This is an optimization exercise on Yosys and OpenROAD, whose aim is small area, a short achievable clock period and few clock cycles, not a production implementation. The RTL was checked by simulation tests, not by an equivalence proof against the original design. Power is estimated from default activity; no workload was simulated.

==> flow/design.v <==
`timescale 1ns / 1ps
module register 
    #(
        parameter width = 32
    )
    (
    input clk, rst, WE,
    input [width-1:0] din,
    output reg [width-1:0] dout
    );
    always @(posedge clk) begin
        if (rst)
            dout <= {width{1'b0}};
        else if (WE) begin
            dout[width-1:0] <= din[width-1:0];
        end
    end
endmodule
`timescale 1ns / 1ps
module ALU(
    input [3:0] ALUop,
    input [31:0] x, y,
    output reg [31:0] R, 
    output equal
    );
    always @(*) begin
        case (ALUop)
            4'h0: R = x << y[4:0];
            4'h1: R = $signed(x) >>> y[4:0];
            4'h2: R = x >> y[4:0];
            4'h5: R = x + y;
            4'h6: R = x - y;
            4'h7: R = x & y;
            4'h8: R = x | y;
            4'h9: R = x ^ y;
            4'ha: R = ~(x | y);
            4'hb: R = {31'b0, $signed(x) < $signed(y)};
            4'hc: R = {31'b0, x < y};
            default: R = 32'h0;
        endcase
    end
    assign equal = (x==y);
endmodule
`timescale 1ns / 1ps
module ControlUnit(
    input [5:0] op,
    input [5:0] func,
    input [4:0] rs,
    output Read_rt,Beq,Bne,Bgez,MemWrite,MemtoReg,Unsigned,ALUsrc,I_ins,Jr,Shift,
    output [3:0] ALUop,
    output Jump,Jal,RegWrite,Syscall,Sh
    );
    wire add,addu,and_,sll,srl,sra,jr,syscall,sub,or_,nor_,slt,subu,sltu;
    wire j,jal,beq,bne,addi,addiu,slti,andi,ori,sltiu,bgez,lw,sw,sh;
    assign add=(op==6'b0)&&(func==6'b100000);
    assign addu=(op==6'b0)&&(func==6'b100001);
    assign and_=(op==6'b0)&&(func==6'b100100);
    assign sll=(op==6'b0)&&(func==6'b000000);
    assign srl=(op==6'b0)&&(func==6'b000010);
    assign sra=(op==6'b0)&&(func==6'b000011);
    assign jr=(op==6'b0)&&(func==6'b001000);
    assign syscall=(op==6'b0)&&(func==6'b001100);
    assign sub=(op==6'b0)&&(func==6'b100010);
    assign or_=(op==6'b0)&&(func==6'b100101);
    assign nor_=(op==6'b0)&&(func==6'b100111);
    assign slt=(op==6'b0)&&(func==6'b101010);
    assign subu=(op==6'b0)&&(func==6'b100011);
    assign sltu=(op==6'b0)&&(func==6'b101011);
    assign j=(op==6'b000010);
    assign jal=(op==6'b000011);
    assign beq=(op==6'b000100);
    assign bne=(op==6'b000101);
    assign addi=(op==6'b001000);
    assign addiu=(op==6'b001001);
    assign slti=(op==6'b001010);
    assign andi=(op==6'b001100);  
    assign ori=(op==6'b001101);
    assign sltiu=(op==6'b001011);
    assign bgez=(op==6'b000001);
    assign lw=(op==6'b100011);
    assign sw=(op==6'b101011);
    assign sh=(op==6'b101001); 
    assign Shift=sll|srl|sra;
    assign Read_rt=Shift;
    assign Jal=jal;
    assign Jr=jr;
    assign Jump=j|jal;
    assign I_ins=addi|addiu|lw|slti|andi|ori|sltiu;
    assign Bne=bne;
    assign Beq=beq;
    assign Bgez=bgez;
    assign ALUsrc=addi|addiu|lw|sw|sh|slti|andi|ori|sltiu;
    assign MemWrite=sh|sw;
    assign MemtoReg=lw;
    assign Sh=sh;
    assign Unsigned=sltu|addiu|sltiu|addu|subu;
    assign Syscall=syscall;
    assign RegWrite=jal|lw|sltu|addu|add|and_|sub|or_|nor_|slt|addi|addiu|lw|slti|andi|ori|sll|srl|sra|subu|sltiu;
    assign ALUop=(sll?4'd0:0)|
    (add|addu|addi|sh|addiu|sw|lw?4'd5:0)|
    (sra?4'd1:0)|
    (beq|bne|sub|subu?4'd6:0)|
    (srl?4'd2:0)|
    (andi|and_?4'd7:0)|
    (nor_?4'd10:0)|
    (or_|ori?4'd8:0)|
    (sltu|sltiu?4'd12:0)|
    (slti|slt|bgez?4'd11:0);
endmodule
`timescale 1ns / 1ps
module Hazard_Unit(
    input [4:0] WR_EX,WR_MEM,R1_ID,R2_ID,
    input I_ins,Shift,LW,
    input RegWrite_EX,RegWrite_MEM,
    output Stall_ID,LOCK_ID,LOCK_IF,Forward_R1,Forward_R2,Forward_R1_2,Forward_R2_2
    );
    wire [4:0] R1_F=Shift?5'b0:R1_ID;
    wire [4:0] R2_F=I_ins?5'b0:R2_ID;
    assign Forward_R1=RegWrite_EX&(WR_EX!=5'b0)&(WR_EX==R1_F);
    assign Forward_R1_2=RegWrite_MEM&(WR_MEM!=5'b0)&(WR_MEM==R1_F);
    assign Forward_R2=RegWrite_EX&(WR_EX!=5'b0)&(WR_EX==R2_F);
    assign Forward_R2_2=RegWrite_MEM&(WR_MEM!=5'b0)&(WR_MEM==R2_F);
    assign Stall_ID=LW&(Forward_R1|Forward_R2);
    assign LOCK_ID=LW&(Forward_R1|Forward_R2);
    assign LOCK_IF=LW&(Forward_R1|Forward_R2);
endmodule
`timescale 1ns / 1ps
module RegFile(
    input CLK, WE,
    input [4:0] R1, R2, RW,
    input [31:0] Din,
    output [31:0] A,B
    );
    reg [31:0] regs[1:31];
    wire W = WE & (RW != 5'd0);
    assign A = (R1 == 5'd0) ? 32'b0 : (W && RW == R1) ? Din : regs[R1];
    assign B = (R2 == 5'd0) ? 32'b0 : (W && RW == R2) ? Din : regs[R2];
    always @(posedge CLK) begin
        if (W) begin
            regs[RW] <= Din;
        end
    end
endmodule
`timescale 1ns / 1ps
module IF_ID(
    input CLK,rst,ENABLE,CLR,
    input [31:0] PC_in,IR_in,
    input predict_IF,
    output [31:0] PC_out,IR_out,
    output predict_ID
    );
    wire predict_in_temp=CLR?1'b0:predict_IF;
    wire predict_out_temp;
    register #(.width(1)) predict(CLK, rst, ENABLE, predict_in_temp, predict_out_temp);
    assign predict_ID=predict_out_temp;
    wire [31:0] PC_in_temp=CLR?32'b0:PC_in;
    wire [31:0] PC_out_temp;
    register #(.width(32)) PC(CLK, rst, ENABLE, PC_in_temp, PC_out_temp);
    assign PC_out=PC_out_temp;
    wire [31:0] IR_in_temp=CLR?32'b0:IR_in;
    wire [31:0] IR_out_temp;
    register #(.width(32)) IR(CLK, rst, ENABLE, IR_in_temp, IR_out_temp);
    assign IR_out=IR_out_temp;
endmodule
`timescale 1ns / 1ps
module ID_EX(
    input CLK,rst,CLR,
    input [31:0] PC_in,IR_in,R1_in,R2_in,IMM_in,
    input [4:0] WR_in,
    input [12:0] EX_in,
    input [3:0] M_in,
    input [1:0] WB_in,
    input predict_ID,
    output [31:0] PC_out,IR_out,R1_out,R2_out,IMM_out,
    output [4:0] WR_out,
    output [12:0] EX_out,
    output [3:0] M_out,
    output [1:0] WB_out,
    output predict_EX
    );
    wire ENABLE=1'b1;
    wire predict_in_temp=CLR?1'b0:predict_ID;
    wire predict_out_temp;
    register #(.width(1)) predict(CLK, rst, ENABLE, predict_in_temp, predict_out_temp);
    assign predict_EX=predict_out_temp;
    wire [31:0] PC_in_temp=CLR?32'b0:PC_in;
    wire [31:0] PC_out_temp;
    register #(.width(32)) PC(CLK, rst, ENABLE, PC_in_temp, PC_out_temp);
    assign PC_out=PC_out_temp;
    wire [31:0] IR_in_temp=CLR?32'b0:IR_in;
    wire [31:0] IR_out_temp;
    register #(.width(32)) IR(CLK, rst, ENABLE, IR_in_temp, IR_out_temp);
    assign IR_out=IR_out_temp;
    wire [31:0] R1_in_temp=CLR?32'b0:R1_in;
    wire [31:0] R1_out_temp;
    register #(.width(32)) R1(CLK, rst, ENABLE, R1_in_temp, R1_out_temp);
    assign R1_out=R1_out_temp;
    wire [31:0] R2_in_temp=CLR?32'b0:R2_in;
    wire [31:0] R2_out_temp;
    register #(.width(32)) R2(CLK, rst, ENABLE, R2_in_temp, R2_out_temp);
    assign R2_out=R2_out_temp;
    wire [31:0] IMM_in_temp=CLR?32'b0:IMM_in;
    wire [31:0] IMM_out_temp;
    register #(.width(32)) IMM(CLK, rst, ENABLE, IMM_in_temp, IMM_out_temp);
    assign IMM_out=IMM_out_temp;
    wire [4:0] WR_in_temp=CLR?5'b0:WR_in;
    wire [4:0] WR_out_temp;
    register #(.width(5)) WR(CLK, rst, ENABLE, WR_in_temp, WR_out_temp);
    assign WR_out=WR_out_temp;     
    wire [12:0] EX_in_temp=CLR?13'b0:EX_in;
    wire [12:0] EX_out_temp;
    register #(.width(13)) EX(CLK, rst, ENABLE, EX_in_temp, EX_out_temp);
    assign EX_out=EX_out_temp;  
    wire [3:0] M_in_temp=CLR?4'b0:M_in;
    wire [3:0] M_out_temp;
    register #(.width(4)) M(CLK, rst, ENABLE, M_in_temp, M_out_temp);
    assign M_out=M_out_temp;  
    wire [1:0] WB_in_temp=CLR?2'b0:WB_in;
    wire [1:0] WB_out_temp;
    register #(.width(2)) WB(CLK, rst, ENABLE, WB_in_temp, WB_out_temp);
    assign WB_out=WB_out_temp;  
endmodule
`timescale 1ns / 1ps
module EX_MEM(
    input CLK,rst,
    input [31:0] PC_in,IR_in,B_in,ALUout_in,
    input [4:0] WR_in,
    input [3:0] M_in,
    input [1:0] WB_in,
    input HALT_in,
    input [31:0] Jal_data_in,
    output [31:0] PC_out,IR_out,B_out,ALUout_out,
    output [4:0] WR_out,
    output [3:0] M_out,
    output [1:0] WB_out,
    output HALT_out,
    output [31:0] Jal_data_out
    );
    wire ENABLE=1'b1;
    wire CLR=1'b0;
    wire [31:0] Jal_data_in_temp=CLR?32'b0:Jal_data_in;
    wire [31:0] Jal_data_out_temp;
    register #(.width(32)) Jal_data(CLK, rst, ENABLE, Jal_data_in_temp, Jal_data_out_temp);
    assign Jal_data_out=Jal_data_out_temp;
    wire [31:0] PC_in_temp=CLR?32'b0:PC_in;
    wire [31:0] PC_out_temp;
    register #(.width(32)) PC(CLK, rst, ENABLE, PC_in_temp, PC_out_temp);
    assign PC_out=PC_out_temp;
    wire [31:0] IR_in_temp=CLR?32'b0:IR_in;
    wire [31:0] IR_out_temp;
    register #(.width(32)) IR(CLK, rst, ENABLE, IR_in_temp, IR_out_temp);
    assign IR_out=IR_out_temp;
    wire [31:0] B_in_temp=CLR?32'b0:B_in;
    wire [31:0] B_out_temp;
    register #(.width(32)) B(CLK, rst, ENABLE, B_in_temp, B_out_temp);
    assign B_out=B_out_temp;
    wire [31:0] ALUout_in_temp=CLR?32'b0:ALUout_in;
    wire [31:0] ALUout_out_temp;
    register #(.width(32)) ALUout(CLK, rst, ENABLE, ALUout_in_temp, ALUout_out_temp);
    assign ALUout_out=ALUout_out_temp;
    wire [4:0] WR_in_temp=CLR?5'b0:WR_in;
    wire [4:0] WR_out_temp;
    register #(.width(5)) WR(CLK, rst, ENABLE, WR_in_temp, WR_out_temp);
    assign WR_out=WR_out_temp;     
    wire [3:0] M_in_temp=CLR?4'b0:M_in;
    wire [3:0] M_out_temp;
    register #(.width(4)) M(CLK, rst, ENABLE, M_in_temp, M_out_temp);
    assign M_out=M_out_temp;  
    wire [1:0] WB_in_temp=CLR?2'b0:WB_in;
    wire [1:0] WB_out_temp;
    register #(.width(2)) WB(CLK, rst, ENABLE, WB_in_temp, WB_out_temp);
    assign WB_out=WB_out_temp; 
    wire HALT_in_temp=CLR?1'b0:HALT_in;
    wire HALT_out_temp;
    register #(.width(1)) HALT(CLK, rst, ENABLE, HALT_in_temp, HALT_out_temp);
    assign HALT_out=HALT_out_temp; 
endmodule
`timescale 1ns / 1ps
module MEM_WB(
    input CLK,rst,
    input [31:0] PC_in,IR_in,WriteData_in,Display_in,
    input [4:0] WR_in,
    input [1:0] WB_in,
    input HALT_in,
    output [31:0] PC_out,IR_out,WriteData_out,Display_out,
    output [4:0] WR_out,
    output [1:0] WB_out,
    output HALT_out
    );
    wire ENABLE=1'b1;
    wire CLR=1'b0;
    wire [31:0] PC_in_temp=CLR?32'b0:PC_in;
    wire [31:0] PC_out_temp;
    register #(.width(32)) PC(CLK, rst, ENABLE, PC_in_temp, PC_out_temp);
    assign PC_out=PC_out_temp;
    wire [31:0] IR_in_temp=CLR?32'b0:IR_in;
    wire [31:0] IR_out_temp;
    register #(.width(32)) IR(CLK, rst, ENABLE, IR_in_temp, IR_out_temp);
    assign IR_out=IR_out_temp;
    wire [31:0] WriteData_in_temp=CLR?32'b0:WriteData_in;
    wire [31:0] WriteData_out_temp;
    register #(.width(32)) WriteData(CLK, rst, ENABLE, WriteData_in_temp, WriteData_out_temp);
    assign WriteData_out=WriteData_out_temp;
    wire [31:0] Display_in_temp=CLR?32'b0:Display_in;
    wire [31:0] Display_out_temp;
    register #(.width(32)) Display(CLK, rst, ENABLE, Display_in_temp, Display_out_temp);
    assign Display_out=Display_out_temp;
    wire [4:0] WR_in_temp=CLR?5'b0:WR_in;
    wire [4:0] WR_out_temp;
    register #(.width(5)) WR(CLK, rst, ENABLE, WR_in_temp, WR_out_temp);
    assign WR_out=WR_out_temp;     
    wire [1:0] WB_in_temp=CLR?2'b0:WB_in;
    wire [1:0] WB_out_temp;
    register #(.width(2)) WB(CLK, rst, ENABLE, WB_in_temp, WB_out_temp);
    assign WB_out=WB_out_temp; 
    wire HALT_in_temp=CLR?1'b0:HALT_in;
    wire HALT_out_temp;
    register #(.width(1)) HALT(CLK, rst, ENABLE, HALT_in_temp, HALT_out_temp);
    assign HALT_out=HALT_out_temp; 
endmodule
`timescale 1ns / 1ps
module predictor(
    input CLK, rst,
    input [31:0] PC_now,PC_to,PC_happen,
    input branch_jump,predict_EX,
    output [31:0] preaddr,
    output predict_IF
    );
    reg [7:0] valid;
    reg [31:0] PC [0:7];
    reg [31:0] PC_TO [0:7];
    reg [1:0] state [0:7];
    reg [2:0] count;
    wire match0=(PC[0]==PC_now)&valid[0]?1'b1:1'b0;
    wire match1=(PC[1]==PC_now)&valid[1]?1'b1:1'b0;
    wire match2=(PC[2]==PC_now)&valid[2]?1'b1:1'b0;
    wire match3=(PC[3]==PC_now)&valid[3]?1'b1:1'b0;
    wire match4=(PC[4]==PC_now)&valid[4]?1'b1:1'b0;
    wire match5=(PC[5]==PC_now)&valid[5]?1'b1:1'b0;
    wire match6=(PC[6]==PC_now)&valid[6]?1'b1:1'b0;
    wire match7=(PC[7]==PC_now)&valid[7]?1'b1:1'b0;
    wire match=match0|match1|match2|match3|match4|match5|match6|match7;
    wire [2:0] match_No=match7?3'd7:match6?3'd6:match5?3'd5:match4?3'd4:
                        match3?3'd3:match2?3'd2:match1?3'd1:match0?3'd0:3'd0;
    wire match0_EX=(PC[0]==PC_happen)&valid[0]?1'b1:1'b0;
    wire match1_EX=(PC[1]==PC_happen)&valid[1]?1'b1:1'b0;
    wire match2_EX=(PC[2]==PC_happen)&valid[2]?1'b1:1'b0;
    wire match3_EX=(PC[3]==PC_happen)&valid[3]?1'b1:1'b0;
    wire match4_EX=(PC[4]==PC_happen)&valid[4]?1'b1:1'b0;
    wire match5_EX=(PC[5]==PC_happen)&valid[5]?1'b1:1'b0;
    wire match6_EX=(PC[6]==PC_happen)&valid[6]?1'b1:1'b0;
    wire match7_EX=(PC[7]==PC_happen)&valid[7]?1'b1:1'b0;
    wire match_EX=match0_EX|match1_EX|match2_EX|match3_EX|match4_EX|match5_EX|match6_EX|match7_EX;
    wire [2:0] match_No_EX=match7_EX?3'd7:match6_EX?3'd6:match5_EX?3'd5:match4_EX?3'd4:
                        match3_EX?3'd3:match2_EX?3'd2:match1_EX?3'd1:match0_EX?3'd0:3'd0;
    wire [1:0] old_state = state[match_No_EX];
    wire [1:0] new_state = match_EX ?
                              (predict_EX ?
                                (old_state==2'b00)?2'b00:old_state-2'b1:
                                (old_state==2'b11)?2'b11:old_state+2'b1) :
                              2'b01;
    always @ (posedge CLK)
    begin
        if (rst)
        begin
            valid <= 8'b0;
            count <= 3'd0;
        end
        else if(branch_jump)
        begin
            if(match_EX)
                valid[match_No_EX] <= 1'b0;
            valid[count] <= 1'b1;
            count <= count+3'd1;
        end
    end
    always @ (posedge CLK)
    begin
        if(branch_jump)
        begin
            PC[count] <= PC_happen;
            PC_TO[count] <= PC_to;
            state[count] <= new_state;
        end
    end
    assign predict_IF=match&(state[match_No][1]==1'b1)?1'b1:1'b0;
    assign preaddr=predict_IF?PC_TO[match_No]:32'b0;
endmodule
`timescale 1ns / 1ps
module cpu(
        input clk,
        input rst,
        output [9:0] imem_addr,
        input [31:0] imem_rdata,
        output [9:0] dmem_addr,
        output [31:0] dmem_wdata,
        output [1:0] dmem_we,
        input [31:0] dmem_rdata,
        output reg [31:0] display_out,
        output reg display_valid,
        output halted
    );
    wire CLK=clk;
    wire HALT;
    wire Syscall_Display;
    wire [31:0] Display;
    always @(posedge CLK)
        begin
            if (rst) display_valid <= 1'b0;
            else display_valid <= Syscall_Display;
            if(Syscall_Display) display_out <= Display;
        end
    wire branch;
    wire [31:0] PC_jump;
    wire [31:0] PC_in_temp;
    wire [31:0] PC_out_temp;
    wire LOCK_IF;
    register #(.width(32)) PC(CLK, rst, ~LOCK_IF, PC_in_temp, PC_out_temp);
    wire [31:0] PC_IF;
    wire [31:0] IR_IF;
    wire [31:0] PC_EX,preaddr;
    wire predict_IF;
    wire predict_ID;
    wire predict_EX;
    wire branch_jump=branch^predict_EX;
    wire Jr;
    predictor predictor(CLK,rst,PC_IF,PC_in_temp,PC_EX,branch_jump&~Jr,predict_EX,preaddr,predict_IF);
    assign PC_in_temp=branch_jump?(predict_EX?PC_EX:PC_jump):predict_IF?preaddr:(PC_out_temp+32'h4);
    assign PC_IF=PC_out_temp+32'h4;
    assign imem_addr=PC_out_temp[11:2];
    assign IR_IF=imem_rdata;
    wire [31:0] PC_ID;
    wire [31:0] IR_ID;
    wire LOCK_ID;
    IF_ID IF_ID(
        CLK,rst,~LOCK_ID,branch_jump,
        PC_IF,IR_IF,predict_IF,
        PC_ID,IR_ID,predict_ID
        );
    wire [5:0] op=IR_ID[31:26];
    wire [4:0] rs=IR_ID[25:21];
    wire [4:0] rt=IR_ID[20:16];
    wire [4:0] rd=IR_ID[15:11];
    wire [5:0] func=IR_ID[5:0];
    wire Read_rt,Beq_ID,Bne_ID,Bgez_ID,MemWrite_ID,MemtoReg_ID,Unsigned,ALUsrc_ID,I_ins,Jr_ID,Shift_ID;
    wire [3:0] ALUop_ID;
    wire Jump_ID,Jal,RegWrite_ID,Syscall,Sh_ID;
    ControlUnit ControlUnit(
        op,
        func,
        rs,
        Read_rt,Beq_ID,Bne_ID,Bgez_ID,MemWrite_ID,MemtoReg_ID,Unsigned,ALUsrc_ID,I_ins,Jr_ID,Shift_ID,
        ALUop_ID,
        Jump_ID,Jal,RegWrite_ID,Syscall,Sh_ID
        );
    wire [12:0] EX_in={1'b0,Syscall,ALUop_ID,Jump_ID,Shift_ID,Jr_ID,ALUsrc_ID,Bgez_ID,Bne_ID,Beq_ID};
    wire [3:0] M_in_ID={Sh_ID,Jal,MemtoReg_ID,MemWrite_ID};
    wire [1:0] WB_in_ID={Syscall,RegWrite_ID};
    wire RegWrite;
    wire [4:0] R1_ID=Syscall?5'h2:rs;
    wire [4:0] R2_ID=Syscall?5'h4:rt;
    wire [4:0] RW;
    wire [31:0] Din;
    wire WE=RegWrite?1'b1:1'b0;
    wire [31:0] A,B;
    RegFile RegFile(
            CLK, WE,
            R1_ID, R2_ID, RW,
            Din,
            A,B
            );
    wire [31:0] R;
    wire [31:0] Fwd_EX;
    wire [31:0] WriteData_in;
    wire Forward_R1,Forward_R2,Forward_R1_2,Forward_R2_2;
    wire [31:0] IMM_in=Unsigned?
                        {{16{1'b0}}, IR_ID[15:0]}:
                        {{16{IR_ID[15]}}, IR_ID[15:0]};
    wire [4:0] WR_in_ID=Jal?5'h1f:I_ins?rt:rd;
    wire [31:0] R1_in=Forward_R1?Fwd_EX:Forward_R1_2?WriteData_in:A;
    wire [31:0] R2_in=Forward_R2?Fwd_EX:Forward_R2_2?WriteData_in:B;
    wire [31:0] IR_EX;
    wire [31:0] R1;
    wire [31:0] R2;
    wire [12:0] EX_out;
    wire [4:0] WR_out_EX;
    wire [3:0] M_out_EX;
    wire [1:0] WB_out_EX;
    wire Stall_ID;
    wire [31:0] imm;
    wire HALT_in;
    wire stop;
    ID_EX ID_EX(
         CLK,rst,branch_jump|Stall_ID|HALT_in|stop,
         PC_ID,IR_ID,R1_in,R2_in,IMM_in,
         WR_in_ID,
         EX_in,
         M_in_ID,
         WB_in_ID,
         predict_ID,
         PC_EX,IR_EX,R1,R2,imm,
         WR_out_EX,
         EX_out,
         M_out_EX,
         WB_out_EX,
         predict_EX
         );
    wire [31:0] sa={{27{1'b0}},IR_EX[10:6]};
    wire [25:0] addr=IR_EX[25:0];
    wire Beq=EX_out[0];
    wire Bne=EX_out[1];    
    wire Bgez=EX_out[2];    
    wire ALUsrc=EX_out[3];    
    assign Jr=EX_out[4];    
    wire Shift=EX_out[5];    
    wire Jump=EX_out[6];    
    wire [10:7] ALUop=EX_out[10:7]; 
    wire Syscall_EX=EX_out[11]; 
    wire [4:0] WR_EX=WR_out_EX[4:0];
    wire LW=M_out_EX[1];
    wire Jal_EX=M_out_EX[2];
    wire [31:0] X=Shift?R2:R1;
    wire [31:0] Y=Bgez?32'b0:Shift?sa:ALUsrc?imm:Syscall_EX?32'ha:R2;
    wire Equal;
    ALU ALU(
        ALUop,
        X, Y,
        R,
        Equal
        );
    assign Fwd_EX=Jal_EX?PC_EX:R;
    wire bne_beq=(Bgez&~R[0])|(Beq&Equal)|(Bne&~Equal);
    assign branch=Jr|Jump|bne_beq;
    assign PC_jump=Jr?R1:bne_beq?PC_EX+(imm<<2):Jump?{PC_EX[31:28],addr,2'b00}:PC_EX;
    assign HALT_in=Equal&Syscall_EX;
    wire [31:0] Jal_data_in=PC_EX;
    register #(.width(1)) stop_reg(CLK, rst, HALT_in, 1'b1, stop);
    wire [31:0] PC_MEM;
    wire [31:0] IR_MEM;
    wire [31:0] B_out;
    wire [31:0] ALUout_out;
    wire [4:0] WR_out_MEM;
    wire [3:0] M_out_MEM;
    wire [1:0] WB_out_MEM;
    wire HALT_out_MEM;
    wire [31:0] Jal_data_out;
    EX_MEM EX_MEM(
        CLK,rst,
        PC_jump,IR_EX,R2,R,
        WR_out_EX,
        M_out_EX,
        WB_out_EX,
        HALT_in,
        Jal_data_in,
        PC_MEM,IR_MEM,B_out,ALUout_out,
        WR_out_MEM,
        M_out_MEM,
        WB_out_MEM,
        HALT_out_MEM,
        Jal_data_out
        );
    wire MemWrite=M_out_MEM[0];
    wire MemtoReg=M_out_MEM[1];
    wire Jal_MEM=M_out_MEM[2];
    wire sh=M_out_MEM[3];
    wire [31:0] Data=dmem_rdata;
    assign dmem_addr=ALUout_out[11:2];
    assign dmem_wdata=B_out;
    assign dmem_we={MemWrite, sh?1'b0:MemWrite};
    wire [4:0] WR_MEM=WR_out_MEM;
    assign WriteData_in=Jal_MEM?Jal_data_out:MemtoReg?Data:ALUout_out;
    wire [31:0] PC_WB;
    wire [31:0] IR_WB;
    wire [31:0] WriteData_out;
    wire [31:0] Display_out;
    wire [4:0] WR_out_WB;
    wire [1:0] WB_out_WB;
    wire HALT_out_WB;
    MEM_WB MEM_WB(
        CLK,rst,
        PC_MEM,IR_MEM,WriteData_in,B_out,
        WR_out_MEM,
        WB_out_MEM,
        HALT_out_MEM,
        PC_WB,IR_WB,WriteData_out,Display_out,
        WR_out_WB,
        WB_out_WB,
        HALT_out_WB
        );
     assign RegWrite=WB_out_WB[0];
     assign Syscall_Display=WB_out_WB[1];
     assign Din=WriteData_out;
     assign Display=Display_out;
     assign RW=WR_out_WB;
     register #(.width(1)) HALT_reg(CLK, rst, HALT_out_WB, 1'b1, HALT);
     assign halted=HALT;
    Hazard_Unit Hazard_Unit( 
        WR_EX,WR_MEM,R1_ID,R2_ID,
        I_ins,Read_rt,LW,
        WB_out_EX[0],WB_out_MEM[0],
        Stall_ID,LOCK_ID,LOCK_IF,Forward_R1,Forward_R2,Forward_R1_2,Forward_R2_2
        );
endmodule
==> flow/run.sh <==
#!/bin/bash
# synth_recipe.tcl (not shown) runs the flow's synth.tcl, then flattens the netlist and writes it again
# the make line also repeats each setting of config.mk as NAME=value (left out here)
make -C /OpenROAD-flow-scripts/flow DESIGN_CONFIG=/design/flow/config.mk WORK_HOME=/design/flow/orfs CLKGATE_MAP_FILE= SYNTH_SCRIPT=/design/flow/synth_recipe.tcl finish
==> flow/config.mk <==
export PLATFORM = sky130hd
export DESIGN_NAME = cpu
export DESIGN_NICKNAME = cpu
export VERILOG_FILES = /design/flow/design.v
export SDC_FILE = /design/flow/constraint.sdc
export NUM_CORES = 4
export LEC_CHECK = 0
export CAP_MARGIN = 20
export CORE_MARGIN = 2
export CORE_UTILIZATION = 40
export SLEW_MARGIN = 20
==> flow/constraint.sdc <==
create_clock -name core_clock -period 10.0 [get_ports {clk}]
set_input_delay 2.0000 -clock core_clock [delete_from_list [all_inputs] [get_ports {clk}]]
set_output_delay 2.0000 -clock core_clock [all_outputs]
set_load 0.01 [all_outputs]
==> notes.md <==
[worst paths after layout]
path / slack (ps) / to / startpoint
worst max-delay path: 820 / predictor.PC[7][12] / ID_EX.EX.dout[3]
worst min-delay path: 380 / ID_EX.PC.dout[12] / IF_ID.PC.dout[12]
worst min register to register: 380 / ID_EX.PC.dout[12] / IF_ID.PC.dout[12]
worst max register to register: 820 / predictor.PC[7][12] / ID_EX.EX.dout[3]
[cells by family after synthesis]
family | synth area share
flip-flops | 0.509
adder cells (fa/ha/maj) | 0.0163
buffers and inverters | 0.0380
AO/OA/AOI/OAI | 0.162
XOR/XNOR | 0.0505
AND/OR/NAND/NOR | 0.155
multiplexers | 0.0696
[layer usage]
metal | vias to the layer above | global-route usage | share of wire
met5 | - | 0 | 0.00048
met4 | 22 | 0.189 | 0.060
met3 | 1405 | 0.104 | 0.13
met2 | 7210 | 0.543 | 0.42
met1 | 47996 | 0.507 | 0.39
li1 | 39669 | - | -
[Yosys cell counts (all sizes together) (33+ instances only)]
cell type,instances,area [um2]
o22ai,122,763
a21oi,652,3270
a21o,37,278
nand2,1206,4530
o2111ai,66,578
dfxtp,437,8750
mux2i,519,5190
a221o,84,841
nor2,805,3020
or3,47,294
nor3,168,861
o21a,39,293
clkbuf,655,2460
o211ai,118,886
mux2,209,2350
and2,97,607
and3,49,307
xor2,276,2420
nand3,478,2390
nor2b,192,1200
a31oi,158,988
nor4,149,1030
buf,205,952
a211oi,180,1360
xnor3,37,833
a2111oi,84,737
o221ai,102,893
a311oi,42,374
xnor2,245,2170
inv,186,698
o21ai,466,2340
a221oi,149,1360
nand4,116,759
ha,135,1690
nand2b,60,375
edfxtp,1552,46600
or4,33,248
[report_power, final]
group	switching [mW]	total [mW]	internal (mW)
logic	2.93	4.13	1.20
clock network	3.57	8.49	4.92
registers	0.372	9.57	9.20
[area by class of cell]
cell class / count / area [um2] / share of cell area
multi-input cells: 7571 / 50000 / 0.408
clock inverters: 124 / 1450 / 0.0118
flip-flops and latches: 1989 / 55400 / 0.451
well taps: 3570 / 4470 / 0.0364
inverters: 190 / 713 / 0.00581
diodes: 19 / 47.5 / 0.000387
repair buffers: 539 / 4620 / 0.0377
clock buffers: 278 / 6000 / 0.0489
==> impl_metrics.py <==
metrics = {
    "pwr": {
        "ir_drop_mv": 0.163,
        "p_per_area_nw_per_um2": 181,
        "power_mw": 22.2,
        "power.leakage_nw": 43.1,
    },
    "setup_path": {
        "crit_top_cell": "buf_4",
        "crit_path_end_kind": "flop",
        "path_buf_inv": 7,
        "critPathSlowestCell": "dfxtp_1",
        "critPathMaxStageDelay_ps": 960,
        "critPathLaunchType": "flop",
        "ff2ff_path_depth": 24,
        "path_max_fanout": 33,
        "crit_required_ps": 10500,
        "cp.depth": 24,
        "crit_arrival_ps": 9680,
        "crit_chain": "buf_4 -> a221oi_1 -> or3_2 -> ha_1 -> inv_1 -> o21ai_0 -> a21o_1 -> a221oi_1 -> o31ai_1 -> buf_4 -> a31o_2 -> a2111oi_0 -> mux2_2 -> o2111ai_1 -> buf_4 -> o21a_1 -> buf_4 -> nand3_1 -> buf_4 -> xnor2_2 -> nor2_1 -> nand2_1 -> nor2_4 -> buf_4",
        "cpLargestDelayFamily": "simple AND/OR/NAND/NOR gates",
        "worst-setup-path-type": "flop to flop",
    },
    "final_layout": {
        "final_common_cell": "edfxtp_1",
        "n_fill_cell": 24986,
        "utilization": 0.454,
        "area_growth_pct": 12.9,
        "drive_gt1_frac": 0.109,
        "finalNetCount": 10712,
        "top_regs": "RegFile.regs: 992 flops, predictor.PC: 256 flops, predictor.PC_TO: 256 flops",
        "largest_reg_flops": 992,
        "top_register": "RegFile.regs",
        "design_area_um2": 123000,
        "stdcell_count": 14280,
        "mostFrequentLayoutCells": "1,552 x edfxtp_1, 1,196 x nand2_1, 758 x nor2_1",
    },
    "floorplanning": {
        "die_area_um2": 276000,
        "rows": 191,
        "die_width_um": 525,
        "ioPinCount": 154,
        "coreArea_um2": 271000,
        "initial_core_util": 0.402,
        "die_h_um": 525,
    },
    "synthesis": {
        "synth.avg_cell_area_um2": 10.2,
        "synth-edff-count": 1552,
        "synth_cell_types": 105,
        "syn_inst": 10610,
        "syn_area_um2": 109000,
        "yosys_warnings": 10,
        "syn_nets": 10814,
        "async_flop_share": 0,
        "synth_seq_cells": 1989,
        "synthFlopType": "edfxtp_1",
        "seq_area_frac_synth": 0.509,
    },
    "cts": {
        "cts_buffers": 217,
        "htree_levels": 4,
        "insertion_delay_ps": 960,
        "holdBufCountCts": 0,
        "post_cts_resized": 0,
        "root_buffer": "clkbuf_16",
        "cts.sinks": 1989,
        "cts_tree": "built",
        "clk_path_buf_depth": 4,
        "path_clk_slew_ps": 70,
        "post-cts-setup-buffer-count": 0,
    },
    "timing": {
        "fin_crit_sh": 0.918,
        "tightest_slew_ps": 1330,
        "post-route-min-period_ps": 9180,
        "slew_headroom": 0.100,
        "setup_ws_ps": 820,
        "finalClockSkew_ps": 122,
        "hold_slack_ps": 379,
        "tns_ps": 0,
        "rsz0062_at_grt": "no",
        "setup_viol": 0,
        "finalHoldViolations": 0,
        "fmax_mhz": 109,
        "slew_violations": 0,
    },
    "detailed_routing": {
        "drt-total-wl_mm": 538,
        "remaining_drc_errors": 0,
        "final_antenna_net_count": 0,
        "detail_route.wl_per_cell_um": 37.7,
        "vias_per_cell": 6.74,
        "drtIter0Drc": 15773,
        "drtPass1Iterations": 9,
        "num_vias": 96302,
    },
    "global_routing": {
        "grt_pass1_vias": 88997,
        "grt_first_pass_wirelength_mm": 731,
        "grt_use_total": 0.374,
        "grt_start_max_net_pins": 126,
        "antenna_found_initial": 39,
        "globalRoute.totalOverflow": 0,
    },
    "min_path": {
        "hp-class": "flop to flop",
        "worstHoldPathCells": 1,
    },
    "placement": {
        "dpl.hpwl_mm": 364,
        "portBuffers": 153,
        "place_ws_ps": 1140,
        "place.gp.congestion": 1.05,
        "place_area_um2": 115000,
        "dp_cells": 13856,
    },
    "job": {
        "cap_viol_max_count": 0,
    },
    "outcome": {
        "status": "finished clean",
    },
}
Testbench counts, summed over its fixed seeds: cycles 90,814.

re-timing with driven ports:
The results above use ideal ports. As a check the final layout listed here was re-extracted and re-timed, cells and wires unchanged.
Step 1 (the two cells are an assumption about what drives the block):
set clk [get_ports {clk}]
set_driving_cell -lib_cell sky130_fd_sc_hd__clkbuf_16 $clk
set_driving_cell -lib_cell sky130_fd_sc_hd__buf_2 [delete_from_list [all_inputs] $clk]
Step 2 also shifts input and output timing later by t, the mid clock arrival at the registers, as if the neighbouring blocks saw the same clock.
a / b / c = no drivers / after step 1 / after step 2; a / b = the first two.
t (ns): 0.999
slack for setup (ns): 0.820 / 0.820 / 0.820
cell pins on the clock port's net: 1
After both steps setup and hold are still met in this run. For this run, drivers alone change the setup slack by 0.000 ns; drivers and shift together by 0.000 ns.
